From an optimization exercise on the open Yosys and OpenROAD flow, aimed at small area, a short achievable clock period and few clock cycles per item; shortcuts taken in it are not production practice.
Where RTL was checked, it was by simulation tests only, not by an equivalence proof against the original.

## v6
## CPU
module CPU(
				clk,
			  rst_n,
		   IO_stall,
         awid_m_inf,
       awaddr_m_inf,
       awsize_m_inf,
      awburst_m_inf,
        awlen_m_inf,
      awvalid_m_inf,
      awready_m_inf,
        wdata_m_inf,
        wlast_m_inf,
       wvalid_m_inf,
       wready_m_inf,
          bid_m_inf,
        bresp_m_inf,
       bvalid_m_inf,
       bready_m_inf,
         arid_m_inf,
       araddr_m_inf,
        arlen_m_inf,
       arsize_m_inf,
      arburst_m_inf,
      arvalid_m_inf,
      arready_m_inf, 
          rid_m_inf,
        rdata_m_inf,
        rresp_m_inf,
        rlast_m_inf,
       rvalid_m_inf,
       rready_m_inf 
);
Size: ~870 flip-flops, roughly 230 I/O pins.
export LEC_CHECK = 0
export ABC_CLOCK_PERIOD_IN_PS = 2500
export CAP_MARGIN = 20
export CORE_MARGIN = 2
export CORE_UTILIZATION = 55.0
export SETUP_SLACK_MARGIN = 5
export SLEW_MARGIN = 20
create_clock -name core_clock -period 10.0 [get_ports {clk}]
run.sh (not shown) runs the stock make flow with config.mk's settings and CLKGATE_MAP_FILE= SYNTH_SCRIPT=/design/flow/synth_recipe.tcl, a recipe that flattens the netlist after the stock synthesis.
v6 completed every stage of the flow, and the final layout passed the timing, DRC and antenna checks.
--- input diff v6..v7 ---
Settings: ABC_CLOCK_PERIOD_IN_PS now 4000, was 2500.
Results
- v7 finished every stage and its layout cleared the timing, DRC and antenna checks.
- v6 → v7: wire length on met3 level; wire length shows no meaningful change; register-to-register slack neither gained nor lost much.
- Number of placed I/O pins came out exactly the same in v7 and v6.
- As far as final critical-path setup slack goes, v6 and v7 are indistinguishable; the numbers are identical.
No functional check of the RTL was part of any run of this note.

========
CPU, a different RTL version from the one above (not shown whole).
Size: ~5900 cells after synthesis, ~1000 flip-flops, ~230 I/O pins, ~61000 sq um of cells after synthesis.
export LEC_CHECK = 0
export CAP_MARGIN = 20
export CORE_MARGIN = 2
export CORE_UTILIZATION = 55.0
export PLACE_DENSITY = 0.75
export SETUP_SLACK_MARGIN = 5
export SLEW_MARGIN = 20
create_clock -name core_clock -period 10.0 [get_ports {clk}]
standard.sh (not shown) runs the stock make flow with config.mk's settings and CLKGATE_MAP_FILE= SYNTH_SCRIPT=/design/flow/synth_recipe.tcl, a recipe that flattens the netlist after the stock synthesis.
==> flow/flow/run.sh <==
#!/bin/bash
# Standard layout, with timing repair aiming for a larger setup margin.
set -euo pipefail
bash standard.sh SETUP_SLACK_MARGIN=6 finish > standard_flow.log 2>&1
The first run completed with no timing, DRC or antenna violations.
Testbench counts at the start, summed over its fixed seeds: cycles 38,604, instructions 12,000.
Next try:
- PLACE_DENSITY: 0.75 -> 0.5
Via count decreases by a few percent.
Clock skew is lower by 0.023 ns.
Worst hold slack improved by 0.022 ns.
Register-to-register slack gains 0.03 ns.

========
CPU again, from the RTL that the note above started with.
export LEC_CHECK = 0
export CAP_MARGIN = 20
export CORE_MARGIN = 2
export CORE_UTILIZATION = 55.0
export PLACE_DENSITY = 0.7
export SETUP_SLACK_MARGIN = 5
export SLEW_MARGIN = 20
create_clock -name core_clock -period 10.0 [get_ports {clk}]
Scripts as last shown in full above: flow/flow/run.sh
Testbench counts at the start, summed over its fixed seeds: cycles 38,604, instructions 12,000.
Change:
==> flow/flow/run.sh (replaced) <==
#!/bin/bash
# Standard layout, with timing repair aiming for a larger setup margin.
set -euo pipefail
bash standard.sh SETUP_SLACK_MARGIN=5.5 finish > standard_flow.log 2>&1
PLACE_DENSITY = default   (was 0.7)
After rerunning:
- The changed run completed without violations
- wire length hardly moves
- setup slack gets worse by 0.50 ns
- count of clock-buffer cells in the layout came out lower by 9
- global-route usage came out higher by 0.40 points
- cell count came out lower by 1.4%
- design area came out lower by about 2.7%
Change:
==> flow/flow/run.sh (replaced) <==
#!/bin/bash
# Standard layout, with timing repair aiming for a larger setup margin.
set -euo pipefail
bash standard.sh SETUP_SLACK_MARGIN=6.2 finish > standard_flow.log 2>&1
CORE_UTILIZATION = 62.0   (was 55.0)
CTS_CLUSTER_DIAMETER = 120   (was default)
CTS_CLUSTER_SIZE = 24   (was default)
PLACE_DENSITY = 0.75   (was default)
After rerunning: Via count rises by 5.0%; final area rises by 2.7%.
Change:
==> flow/flow/run.sh (replaced) <==
#!/bin/bash
# Standard layout, with timing repair aiming for a larger setup margin.
set -euo pipefail
bash standard.sh SETUP_SLACK_MARGIN=6 finish > standard_flow.log 2>&1
CORE_UTILIZATION = 55.0   (was 62.0)
CTS_CLUSTER_DIAMETER = default   (was 120)
CTS_CLUSTER_SIZE = default   (was 24)
PLACE_DENSITY = 0.8   (was 0.75)
What happened: The new run finished with timing, DRC and antenna clean; critical path depth went down by 3; synthesized cell count does not change; final area came out higher slightly; worst setup slack loses 0.33 ns.
Change:
CTS_CLUSTER_DIAMETER = 120   (was default)
CTS_CLUSTER_SIZE = 20   (was default)
PLACE_DENSITY = 0.7   (was 0.8)
The changed run completed with no timing, DRC or antenna violations.
Via count falls by 4.6%.
Clock-buffer cell count falls by 48.
Routed wire length falls by 4.3%.
Worst setup slack is better by 0.32 ns.
Global-route usage falls by 0.31 points.
Worst hold slack is better by 0.058 ns.
Design area falls by 3.7%.
Change:
CORE_UTILIZATION = 62.0   (was 55.0)
CTS_CLUSTER_SIZE = 24   (was 20)
PLACE_DENSITY = 0.75   (was 0.7)
The changed run produced a clean layout.
Area after synthesis is unchanged.
Clock-buffer cell count goes down by 15.
Routed wire length is lower by 0.38%.
Core utilization grows by 7.5 points.
Register-to-register slack gains 0.07 ns.
Worst setup slack gains 0.075 ns.

-- what the ideal ports hide --
The results above use ideal ports. As a check the final layouts listed here were re-extracted and re-timed, cells and wires unchanged. Step 1, drivers: a clkbuf_16 drives clk and a buf_2 each remaining input, both assumed. Step 2 moves the port delays by t, midway between the first and last clock arrival at a register: inputs arrive t later, outputs are due t later. That takes back most of the time a late clock gives input paths. a / b / c = ideal / step 1 / step 2; a / b = the first two.
| run | shift t [ns] | setup slack, ns | clock arrival spread, ns | worst data-port slew with drivers (ns) | pins driven straight from the clock port |
|---|---|---|---|---|---|
| v6 | 0.772 | 3.939 / 3.939 / 3.939 | 0.051 / 0.051 | 0.08 | 1 |
| v7 | 0.772 | 3.939 / 3.939 / 3.939 | 0.051 / 0.051 | 0.08 | 1 |
| the first run of note 2 | 0.791 | 5.958 / 5.958 / 5.371 | 0.056 / 0.056 | 0.08 | 1 |
| the second run of note 2 | 0.786 | 5.984 / 5.984 / 5.303 | 0.035 / 0.035 | 0.10 | 1 |
| the first run of note 3 | 0.787 | 5.967 / 5.967 / 5.350 | 0.058 / 0.058 | 0.06 | 1 |
| the second run of note 3 | 0.790 | 5.468 / 5.468 / 4.784 | 0.045 / 0.045 | 0.09 | 1 |
| the third run of note 3 | 0.788 | 5.955 / 5.955 / 5.483 | 0.051 / 0.052 | 0.04 | 1 |
| the fourth run of note 3 | 0.794 | 5.624 / 5.624 / 5.238 | 0.072 / 0.072 | 0.18 | 1 |
| the fifth run of note 3 | 0.780 | 5.946 / 5.946 / 5.347 | 0.056 / 0.057 | 0.06 | 1 |
| the sixth run of note 3 | 0.753 | 6.020 / 6.020 / 5.414 | 0.038 / 0.038 | 0.04 | 1 |
After both steps every run listed still meets setup and hold. The setup slack of the second run of note 3, which loses most, moves by 0.000 ns with the drivers and by -0.684 ns with both steps.
